This is an optimization exercise on Yosys and OpenROAD, whose aim is small area and a short achievable clock period, not a production implementation. The RTL was checked by simulation tests, not by an equivalence proof against the original design. Power is estimated from default activity; no workload was simulated.

v6:
==> flow/design.v <==
module alu (
    input  [31:0] a,
    input  [31:0] b,
    input         reset,
    input         sub,       
    input         lu_ka,     
    input         lu_kb,
    input         s_sum,
    input         s_lu,
    input         s_sll,
    input         s_srl,
    input         s_lt,
    output [31:0] bus0,      
    output [31:0] bus1,      
    output        lt,        
    output        eq         
);
wire [31:0] bx = b ^ {32{sub}};
wire [31:0] p;
wire [31:0] c;             
wire        cout;
genvar i;
generate
for (i = 0; i < 32; i = i + 1) begin : px
  g_xor2 u(.a(a[i]), .b(bx[i]), .y(p[i]));
end
endgenerate
prefix32 pf(.g(a & bx), .p(p), .cin(sub), .c(c), .cout(cout));
wire [31:0] sum;
generate
for (i = 0; i < 32; i = i + 1) begin : sx
  g_xor2 u(.a(p[i]), .b(c[i]), .y(sum[i]));
end
endgenerate
assign lt = ~cout;
assign eq = &p;
wire [31:0] lu  = (a & ({32{lu_ka}} | b)) | (b & {32{lu_kb}});
wire [31:0] arev, trev;
generate
for (i = 0; i < 32; i = i + 1) begin : rv
  assign arev[i] = a[31-i];
end
endgenerate
wire [31:0] t   = (s_srl ? arev : a) << b[4:0];
generate
for (i = 0; i < 32; i = i + 1) begin : rt
  assign trev[i] = t[31-i];
end
endgenerate
wire [31:0] shl = t;
wire [31:0] shr = trev;
wire k_sum = s_sum & ~reset;
wire k_lu  = s_lu  & ~reset;
wire k_sll = s_sll & ~reset;
wire k_srl = s_srl & ~reset;
wire k_lt  = s_lt  & ~reset;
wire [31:0] result;
generate
for (i = 0; i < 32; i = i + 1) begin : rm
  if (i == 0) begin : b0
    wire [4:0] n;
    g_nand2 n0(.a(k_sum), .b(sum[i]), .y(n[0]));
    g_nand2 n1(.a(k_sll), .b(shl[i]), .y(n[1]));
    g_nand2 n2(.a(k_srl), .b(shr[i]), .y(n[2]));
    g_nand2 n3(.a(k_lu),  .b(lu[i]),  .y(n[3]));
    g_nand2 n4(.a(k_lt),  .b(lt),     .y(n[4]));
    assign result[i] = ~&n;
  end else begin : bn
    wire [3:0] n;
    g_nand2 n0(.a(k_sum), .b(sum[i]), .y(n[0]));
    g_nand2 n1(.a(k_sll), .b(shl[i]), .y(n[1]));
    g_nand2 n2(.a(k_srl), .b(shr[i]), .y(n[2]));
    g_nand2 n3(.a(k_lu),  .b(lu[i]),  .y(n[3]));
    g_nand4 o(.a(n[0]), .b(n[1]), .c(n[2]), .d(n[3]), .y(result[i]));
  end
end
endgenerate
assign bus0 = result;
assign bus1 = result | {32{reset}};
endmodule
module prefix32(input [31:0] g, input [31:0] p, input cin, output [31:0] c, output cout);
reg [32:0] G [0:6];
reg [32:0] P [0:6];
integer l, k, j;
always @(*) begin
  G[0] = {g, cin};
  P[0] = {p, 1'b0};
  for (l = 0; l < 6; l = l + 1) begin
    for (k = 0; k < 33; k = k + 1) begin
      if ((k >> l) & 1) begin
        j = ((k >> l) << l) - 1;
        G[l+1][k] = G[l][k] | (P[l][k] & G[l][j]);
        P[l+1][k] = P[l][k] & P[l][j];
      end else begin
        G[l+1][k] = G[l][k];
        P[l+1][k] = P[l][k];
      end
    end
  end
end
assign c = G[6][31:0];
assign cout = G[6][32];
endmodule
module g_nand4(input a, b, c, d, output y);
assign y = ~(a & b & c & d);
endmodule
module g_xor2(input a, b, output y);
assign y = a ^ b;
endmodule
module register_veda(
    input         clock,
    input         reset,
    input  [31:0] sel1,        
    input  [31:0] sel2,        
    input         imm_a,       
    input  [15:0] imm,
    input  [31:0] wr,          
    input  [31:0] bus0,
    input  [31:0] bus1,
    output [31:0] read_data1,
    output [31:0] read_data2
);
function [31:0] init_value;
input [4:0] idx;
begin
case(idx)
5'd0: init_value=34;
5'd17: init_value=16;
5'd18: init_value=4;
5'd19: init_value=2;
5'd20: init_value=3;
5'd21: init_value=10;
5'd22: init_value=9;
5'd23: init_value=11;
5'd24: init_value=8;
5'd25: init_value=7;
5'd26: init_value=6;
5'd27: init_value=1;
5'd29: init_value=1;
5'd30: init_value=11;
default: init_value=0;
endcase
end
endfunction
wire [31:0] col [31:0];    
genvar g, b;
generate
for (g = 0; g < 32; g = g + 1) begin : regs
  localparam [31:0] IV = init_value(g);
  reg [31:0] r;
  for (b = 0; b < 32; b = b + 1) begin : bits
    always @(posedge clock)
      if (wr[g]) r[b] <= IV[b] ? bus1[b] : bus0[b];
    assign col[b][g] = r[b];
  end
end
for (b = 0; b < 32; b = b + 1) begin : rp
  if (b < 16) begin : lo
    rdcolx p1(.sel(sel1), .d(col[b]), .u(~imm_a), .k(imm_a & ~imm[b]), .y(read_data1[b]));
  end else begin : hi
    rdcolz p1(.sel(sel1), .d(col[b]), .z(imm_a), .y(read_data1[b]));
  end
  rdcol p2(.sel(sel2), .d(col[b]), .y(read_data2[b]));
end
endgenerate
endmodule
module rdcol(input [31:0] sel, input [31:0] d, output y);
wire [3:0] m;
wire [1:0] o;
genvar k;
generate
for (k = 0; k < 4; k = k + 1) begin : q
  rd8 u(.s(sel[8*k +: 8]), .d(d[8*k +: 8]), .y(m[k]));
end
endgenerate
g_nor2 o0(.a(m[0]), .b(m[1]), .y(o[0]));
g_nor2 o1(.a(m[2]), .b(m[3]), .y(o[1]));
g_nand2 oy(.a(o[0]), .b(o[1]), .y(y));
endmodule
module rdcolx(input [31:0] sel, input [31:0] d, input u, input k, output y);
wire [3:0] m;
wire [1:0] o;
genvar q;
generate
for (q = 0; q < 4; q = q + 1) begin : r
  rd8 v(.s(sel[8*q +: 8]), .d(d[8*q +: 8]), .y(m[q]));
end
endgenerate
g_nor2 o0(.a(m[0]), .b(m[1]), .y(o[0]));
g_nor2 o1(.a(m[2]), .b(m[3]), .y(o[1]));
g_a31oi oy(.a(o[0]), .b(o[1]), .c(u), .d(k), .y(y));
endmodule
module rdcolz(input [31:0] sel, input [31:0] d, input z, output y);
wire [3:0] m;
wire [1:0] o;
genvar q;
generate
for (q = 0; q < 4; q = q + 1) begin : r
  rd8 v(.s(sel[8*q +: 8]), .d(d[8*q +: 8]), .y(m[q]));
end
endgenerate
g_nor2 o0(.a(m[0]), .b(m[1]), .y(o[0]));
g_nor2 o1(.a(m[2]), .b(m[3]), .y(o[1]));
g_a21oi oy(.a(o[0]), .b(o[1]), .c(z), .y(y));
endmodule
module rd8(input [7:0] s, input [7:0] d, output y);
assign y = |(s & d);
endmodule
module g_a31oi(input a, b, c, d, output y);
assign y = ~((a & b & c) | d);
endmodule
module g_a21oi(input a, b, c, output y);
assign y = ~((a & b) | c);
endmodule
module g_nand2(input a, b, output y);
assign y = ~(a & b);
endmodule
module g_nor2(input a, b, output y);
assign y = ~(a | b);
endmodule
module control(
    input  [5:0] op,
    output       we,
    output       imm_a,      
    output       dst_rs,     
    output       dst_rt,     
    output       sub,
    output       lu_ka,
    output       lu_kb,
    output       s_sum,
    output       s_lu,
    output       s_sll,
    output       s_srl,
    output       s_lt,
    output       b_eq,       
    output       b_ne,       
    output       b_ge,       
    output       b_le,       
    output       b_lt,       
    output       jmp_abs,    
    output       jmp_reg     
);
wire o_add  = (op == 6'd0) | (op == 6'd2) | (op == 6'd4) | (op == 6'd5);
wire o_sub  = (op == 6'd1) | (op == 6'd3);
wire o_and  = (op == 6'd6) | (op == 6'd8);
wire o_or   = (op == 6'd7) | (op == 6'd9);
wire o_sll  = (op == 6'd10);
wire o_srl  = (op == 6'd11);
wire o_lw   = (op == 6'd12);
wire o_sw   = (op == 6'd13);
wire o_slt  = (op == 6'd23) | (op == 6'd24);
assign we      = o_add | o_sub | o_and | o_or | o_sll | o_srl | o_lw | o_sw | o_slt;
assign imm_a   = (op == 6'd4) | (op == 6'd5) | (op == 6'd8) | (op == 6'd9) |
                 (op == 6'd14) | (op == 6'd24);
assign dst_rs  = o_lw;
assign dst_rt  = o_sw;
assign sub     = ~(o_add);
assign lu_ka   = o_or | o_sw;
assign lu_kb   = o_or | o_lw;
assign s_sum   = o_add | o_sub;
assign s_lu    = o_and | o_or | o_lw | o_sw;
assign s_sll   = o_sll;
assign s_srl   = o_srl;
assign s_lt    = o_slt;
assign b_eq    = (op == 6'd14);
assign b_ne    = (op == 6'd15);
assign b_ge    = (op == 6'd17);
assign b_le    = (op == 6'd18);
assign b_lt    = (op == 6'd19);
assign jmp_abs = (op == 6'd20) | (op == 6'd22);
assign jmp_reg = (op == 6'd21);
endmodule
module datapath(
    input         clock,
    input         reset,
    input  [31:0] instr,
    output        we,
    output [4:0]  waddr,
    output [31:0] result,
    output        taken,
    output        rel,       
    output [7:0]  tgt
);
wire [4:0] rs = instr[25:21];
wire [4:0] rt = instr[20:16];
wire [4:0] rd = instr[15:11];
wire imm_a, dst_rs, dst_rt, sub, lu_ka, lu_kb, s_sum, s_lu, s_sll, s_srl, s_lt;
wire b_eq, b_ne, b_ge, b_le, b_lt, jmp_abs, jmp_reg;
control cntrl(
    .op(instr[31:26]), .we(we), .imm_a(imm_a), .dst_rs(dst_rs), .dst_rt(dst_rt),
    .sub(sub), .lu_ka(lu_ka), .lu_kb(lu_kb), .s_sum(s_sum), .s_lu(s_lu),
    .s_sll(s_sll), .s_srl(s_srl), .s_lt(s_lt), .b_eq(b_eq), .b_ne(b_ne),
    .b_ge(b_ge), .b_le(b_le), .b_lt(b_lt), .jmp_abs(jmp_abs), .jmp_reg(jmp_reg));
wire [3:0] hi1 = 4'b0001 << rs[4:3];
wire [7:0] lo1 = 8'b00000001 << rs[2:0];
wire [3:0] hi2 = 4'b0001 << rt[4:3];
wire [7:0] lo2 = 8'b00000001 << rt[2:0];
wire [31:0] sel1, sel2;
genvar i;
generate
for (i = 0; i < 32; i = i + 1) begin : sl
  assign sel1[i] = hi1[i >> 3] & lo1[i & 7];
  assign sel2[i] = hi2[i >> 3] & lo2[i & 7];
end
endgenerate
assign waddr = dst_rs ? rs : dst_rt ? rt : rd;
wire [31:0] wr = {32{reset}} | ({32{we}} & (32'd1 << waddr));
wire [31:0] a, b, bus0, bus1;
register_veda reg_file_module(
    .clock(clock), .reset(reset),
    .sel1(sel1), .sel2(sel2), .imm_a(imm_a), .imm(instr[15:0]),
    .wr(wr), .bus0(bus0), .bus1(bus1),
    .read_data1(a), .read_data2(b));
wire lt, eq;
alu alu_module(
    .a(a), .b(b), .reset(reset), .sub(sub), .lu_ka(lu_ka), .lu_kb(lu_kb),
    .s_sum(s_sum), .s_lu(s_lu), .s_sll(s_sll), .s_srl(s_srl), .s_lt(s_lt),
    .bus0(bus0), .bus1(bus1), .lt(lt), .eq(eq));
assign result = bus0;
assign taken = (b_eq & eq) | (b_ne & ~eq) | (b_ge & ~lt) | (b_le & (lt | eq)) |
               (b_lt & lt) | jmp_abs | jmp_reg;
assign rel   = ~(jmp_abs | jmp_reg);
assign tgt   = jmp_reg ? a[7:0] : instr[7:0];
endmodule
module cse_bubble(
input clk,
input reset,
output [7:0] imem_addr,
input [31:0] imem_data,
output rf_we,
output [4:0] rf_waddr,
output [31:0] rf_wdata
);
reg [7:0]  program_counter;
reg        we_r;
reg [4:0]  waddr_r;
reg [31:0] result_r;
reg        taken_r;
reg        rel_r;
reg [7:0]  tgt_r;
wire        we;
wire [4:0]  waddr;
wire [31:0] result;
wire        taken, rel;
wire [7:0]  tgt;
datapath dp1(
    .clock(clk), .reset(reset), .instr(imem_data),
    .we(we), .waddr(waddr), .result(result),
    .taken(taken), .rel(rel), .tgt(tgt));
wire [7:0] pc1 = program_counter + 8'd1;
wire [7:0] new_pc = ~taken_r ? pc1 : rel_r ? pc1 + tgt_r : tgt_r;
always @(posedge clk, posedge reset) begin
  if (reset) begin
    program_counter <= 8'd0;
    we_r     <= 1'b1;
    waddr_r  <= 5'd0;
    result_r <= 32'd34;
    taken_r  <= 1'b0;
    rel_r    <= 1'b1;
    tgt_r    <= 8'd0;
  end else begin
    program_counter <= new_pc;
    we_r     <= we;
    waddr_r  <= waddr;
    result_r <= result;
    taken_r  <= taken;
    rel_r    <= rel;
    tgt_r    <= tgt;
  end
end
assign imem_addr = program_counter;
assign rf_we     = we_r;
assign rf_waddr  = waddr_r;
assign rf_wdata  = result_r;
endmodule
Settings: LEC_CHECK=0, CAP_MARGIN=20, CORE_MARGIN=2, CORE_UTILIZATION=55, CTS_BUF_LIST=sky130_fd_sc_hd__clkbuf_4, CTS_CLUSTER_SIZE=30, SETUP_SLACK_MARGIN=5, SLEW_MARGIN=20, SYNTH_HIERARCHICAL=1, SYNTH_MINIMUM_KEEP_SIZE=0; clock period 11.0 ns.
run.sh (not shown) runs the stock make flow with config.mk's settings and CLKGATE_MAP_FILE= SYNTH_SCRIPT=/design/flow/synth_recipe.tcl, a recipe that flattens the netlist after the stock synthesis.
Setup changes, v6 to v7
diff --git a/flow/design.v b/flow/design.v
--- a/flow/design.v
+++ b/flow/design.v
@@ -33,24 +33,12 @@
 end
 endgenerate
 assign lt = ~cout;
 assign eq = &p;
 wire [31:0] lu  = (a & ({32{lu_ka}} | b)) | (b & {32{lu_kb}});
-wire [31:0] arev, trev;
-generate
-for (i = 0; i < 32; i = i + 1) begin : rv
-  assign arev[i] = a[31-i];
-end
-endgenerate
-wire [31:0] t   = (s_srl ? arev : a) << b[4:0];
-generate
-for (i = 0; i < 32; i = i + 1) begin : rt
-  assign trev[i] = t[31-i];
-end
-endgenerate
-wire [31:0] shl = t;
-wire [31:0] shr = trev;
+wire [31:0] shl = a << b[4:0];
+wire [31:0] shr = a >> b[4:0];
 wire k_sum = s_sum & ~reset;
 wire k_lu  = s_lu  & ~reset;
 wire k_sll = s_sll & ~reset;
 wire k_srl = s_srl & ~reset;
 wire k_lt  = s_lt  & ~reset;
==> run summary <==
- Relative area change from synthesis to final layout was higher in the run labelled v6.
- Relative to v6, v7 degrades DRC marker count from the first detailed-route iteration.
- Row layout cell share with drive strength beyond 1: v7 lower / v6 higher
- The count of cells resized by post-cts repair number comes out higher for v7 vs v6.
- Max power share of the clock group across v7 and v6: v6
- v7 vs v6: overall power after layout up
- Relative contribution of combinational cells to total power, v7 and v6: lower on v6

[afterwards: timing with drivers on the ports]
In the flow no input, the clock included, has a driving cell. The finished layouts below were timed again as built, in two steps. Step 1 assumes that a clkbuf_16 drives the clock port and a buf_2 every other input. Step 2 also shifts input and output timing later by t, the mid clock arrival at the registers, as if the neighbouring blocks saw the same clock. a / b / c = no drivers / after step 1 / after step 2; a / b = the first two.
run | t, ns | slack for setup (ns) | worst setup path after step 2 | worst data-port slew with drivers (ns)
v6 | 1.219 | 4.869 / 4.783 / 3.564 | input to register | 0.17
v7 | 1.261 | 4.799 / 4.852 / 3.591 | input to register | 0.08
After both steps setup and hold are still met in every run listed. The setup slack of v6, which loses most, moves by -0.086 ns with the drivers and by -1.305 ns with both steps.
